Background: an optimization exercise with open tools, aiming at small area and a short achievable clock period. Do not read the settings as production practice. Where RTL was checked, it was by simulation tests only, not by an equivalence proof against the original. Power and IR drop assume default switching activity.

## fifo
module fifo
#(
parameter DATA_WIDTH = 8,
parameter ADDR_WIDTH = 6
)(
input                          rst_n,
input                          clk,
input                          push,
input                          pop,
input      [DATA_WIDTH -1 : 0] data_in,
output reg [DATA_WIDTH -1 : 0] data_out,
output reg                     empty,
output                         full,
output     [DATA_WIDTH -1 : 0] fifo_counter
);
==> flow/config.mk <==
export PLATFORM = sky130hd
export DESIGN_NAME = fifo
export DESIGN_NICKNAME = fifo
export VERILOG_FILES = /design/flow/design.v
export SDC_FILE = /design/flow/constraint.sdc
export NUM_CORES = 4
export LEC_CHECK = 0
export CAP_MARGIN = 20
export CORE_MARGIN = 2
export CORE_UTILIZATION = 40
export SLEW_MARGIN = 20
==> flow/constraint.sdc <==
create_clock -name core_clock -period 2.8 [get_ports {clk}]
set_input_delay 0.5600 -clock core_clock [delete_from_list [all_inputs] [get_ports {clk}]]
set_output_delay 0.5600 -clock core_clock [all_outputs]
set_load 0.01 [all_outputs]
run.sh (not shown) runs the stock make flow with config.mk's settings and CLKGATE_MAP_FILE= SYNTH_SCRIPT=/design/flow/synth_recipe.tcl, a recipe that flattens the netlist after the stock synthesis.
Change:
- CORE_UTILIZATION: 40 -> 65
- CTS_BUF_LIST: default -> sky130_fd_sc_hd__clkbuf_4 sky130_fd_sc_hd__clkbuf_8
- PLACE_DENSITY: default -> 0.75
What happened: Worst hold slack barely changes. Sequential share of layout area rose by 1.5 points. Setup slack gains 0.087 ns. Clock power fell by 14%. Cell area fell by 2.3%. Via count rose by 2.6%. First-iteration DRC count rose by 40%. Flip-flop and latch count stays the same. Die area fell by 38%. Register-to-register slack gains 0.09 ns.
No run of this note included a check of the RTL's function; only the layout flow was run.

---

== the baseline ==
fifo, a different RTL version from the one above (not shown whole).
Size: about 30 I/O pins.
export LEC_CHECK = 0
export CAP_MARGIN = 20
export CORE_MARGIN = 2
export CORE_UTILIZATION = 65
export CTS_BUF_LIST = sky130_fd_sc_hd__clkbuf_4 sky130_fd_sc_hd__clkbuf_8
export CTS_CLUSTER_DIAMETER = 60
export CTS_CLUSTER_SIZE = 15
export PLACE_DENSITY = 0.75
export SETUP_SLACK_MARGIN = 1.1
export SLEW_MARGIN = 20
create_clock -name core_clock -period 2.8 [get_ports {clk}]
standard.sh (not shown) runs the stock make flow with config.mk's settings and CLKGATE_MAP_FILE= SYNTH_SCRIPT=/design/flow/synth_recipe.tcl, a recipe that flattens the netlist after the stock synthesis.
==> flow/flow/run.sh <==
#!/bin/bash
# Standard ORFS layout with fast port buffers (buf_4) instead of the
# default choice, and a clock tree without dummy loads.
set -euo pipefail
bash standard.sh "BUFFER_PORTS_ARGS=-buffer_cell sky130_fd_sc_hd__buf_4" \
  "CTS_ARGS=-sink_clustering_enable -repair_clock_nets -sink_clustering_size 20 -sink_clustering_max_diameter 50 -buf_list {sky130_fd_sc_hd__clkbuf_4 sky130_fd_sc_hd__clkbuf_8} -dont_use_dummy_load" \
  finish > standard.log 2>&1
The baseline: flow completed, timing, DRC and antenna clean
Relative to the baseline, the following input files were edited for the candidate:
diff --git a/flow/config.mk b/flow/config.mk
--- a/flow/config.mk
+++ b/flow/config.mk
@@ -13,4 +13,4 @@
 export CTS_CLUSTER_SIZE = 15
 export PLACE_DENSITY = 0.75
-export SETUP_SLACK_MARGIN = 1.1
+export SETUP_SLACK_MARGIN = 0.9
 export SLEW_MARGIN = 20
==> run notes <==
Diff the baseline -> the candidate: worst setup slack now sits lower; fraction of area in registers now sits higher; post-route minimum period now sits higher.
The candidate vs. the baseline: sequential share of the synthesized area closely matched the old numbers; number of cells traversed by the worst register-to-register path shrank by 2; power density of the placed cells went down; total chip power down about 5%.
Number of gates resized after CTS was lower in the run labelled the candidate.
Between the candidate and the baseline, the highest clock rate is lower for the candidate.
A path type of the worst min-delay path of primary input to flip-flop is what the baseline shows, while primary input to async pin belongs to the candidate.
The busiest layer in global routing comes out met2 in one run and met1 in the other, namely in the baseline and the candidate respectively.
No run of this note included a check of the RTL's function; only the layout flow was run.

---

Another version of the RTL of fifo (not shown whole).
Size: about 540 flip-flops, ~30 I/O pins.
Design fifo, start of the top module:
module fifo
#(
parameter DATA_WIDTH = 8,
parameter ADDR_WIDTH = 6
)(
input                          rst_n,
input                          clk,
input                          push,
input                          pop,
input      [DATA_WIDTH -1 : 0] data_in,
output reg [DATA_WIDTH -1 : 0] data_out,
output reg                     empty,
output                         full,
output     [DATA_WIDTH -1 : 0] fifo_counter
);
clock: 2.8 ns
lec_check: 0
cap_margin: 20
core_margin: 2
core_utilization: 65
cts_buf_list: sky130_fd_sc_hd__clkbuf_4 sky130_fd_sc_hd__clkbuf_8
cts_cluster_diameter: 60
cts_cluster_size: 15
place_density: 0.75
setup_slack_margin: 0.9
slew_margin: 20
==> flow/flow/run.sh <==
#!/bin/bash
# Standard ORFS layout, but let the resizer swap cells across footprints so
# the port buffers (which start as delay cells) can be resized to fast ones.
set -euo pipefail
bash standard.sh MATCH_CELL_FOOTPRINT=0 finish > standard.log 2>&1
The starting point produced a clean layout.
==> next run, changes <==
==> flow/flow/run.sh (replaced) <==
#!/bin/bash
# Standard ORFS layout with fast port buffers (buf_4) instead of the
# default choice, and a clock tree without dummy loads.
set -euo pipefail
bash standard.sh "BUFFER_PORTS_ARGS=-buffer_cell sky130_fd_sc_hd__buf_4" \
  "CTS_ARGS=-sink_clustering_enable -repair_clock_nets -sink_clustering_size 20 -sink_clustering_max_diameter 50 -buf_list {sky130_fd_sc_hd__clkbuf_4 sky130_fd_sc_hd__clkbuf_8} -dont_use_dummy_load" \
  finish > standard.log 2>&1
Settings changed: ABC_CLOCK_PERIOD_IN_PS set to 3500.
What happened:
- The changed run went through all stages and came out clean
- sequential share of layout area is higher by 3.9 points
- via count fell slightly
- total power falls by a few percent
==> next run, changes <==
==> flow/flow/run.sh (replaced) <==
#!/bin/bash
# Standard ORFS layout with fast port buffers (buf_4) instead of the
# default choice, and a clock tree without dummy loads.
set -euo pipefail
bash standard.sh "BUFFER_PORTS_ARGS=-buffer_cell sky130_fd_sc_hd__buf_4" \
  "CTS_ARGS=-sink_clustering_enable -repair_clock_nets -sink_clustering_size 22 -sink_clustering_max_diameter 80 -buf_list {sky130_fd_sc_hd__clkbuf_8 sky130_fd_sc_hd__clkbuf_16} -dont_use_dummy_load" \
  finish > standard.log 2>&1
Settings changed: ABC_CLOCK_PERIOD_IN_PS 3500 to unset.
What happened: Setup slack loses 0.023 ns; worst hold slack gains 0.012 ns; utilization increases by 1.7 points; global-route usage is about the same; clock skew decreases by 0.024 ns; via count is about the same.

## re-timing with driven ports
The flow's constraints put no driver on any port. The routed layouts listed below were extracted and timed again, unchanged, in two steps. Step 1: set_driving_cell puts a clkbuf_16 on clk and a buf_2 on each other input, an assumption about the parent block. Step 2 adds t to the input delays and takes it off the output delays; t is the mean of the earliest and latest rising clock arrival at the registers after step 1. Input paths then give back, and output paths get back, about the clock's delay inside the block. a / b / c = no drivers / after step 1 / after step 2; a / b = the first two.
run | shift t [ns] | setup slack, ns | hold slack, ns | pins driven straight from the clock port
the first run of note 1 | 0.645 | 0.242 / 0.242 / -0.041 | 0.345 / 0.315 / 0.505 | 1
the second run of note 1 | 0.646 | 0.329 / 0.329 / 0.112 | 0.343 / 0.321 / 0.518 | 1
the baseline | 0.618 | 0.897 / 0.897 / 0.454 | 0.143 / 0.118 / 0.412 | 1
the candidate | 0.616 | 0.868 / 0.868 / 0.411 | 0.006 / -0.024 / 0.412 | 1
the first run of note 3 | 0.617 | 0.803 / 0.803 / 0.372 | 0.391 / 0.366 / 0.450 | 1
the second run of note 3 | 0.606 | 0.921 / 0.921 / 0.712 | 0.098 / 0.073 / 0.402 | 1
the third run of note 3 | 0.619 | 0.898 / 0.898 / 0.744 | 0.111 / 0.079 / 0.436 | 1
With both steps, setup timing fails in the first run of note 1, where it was met with ideal ports. For the candidate, which loses most, drivers alone change the setup slack by 0.000 ns; drivers and shift together by -0.457 ns.
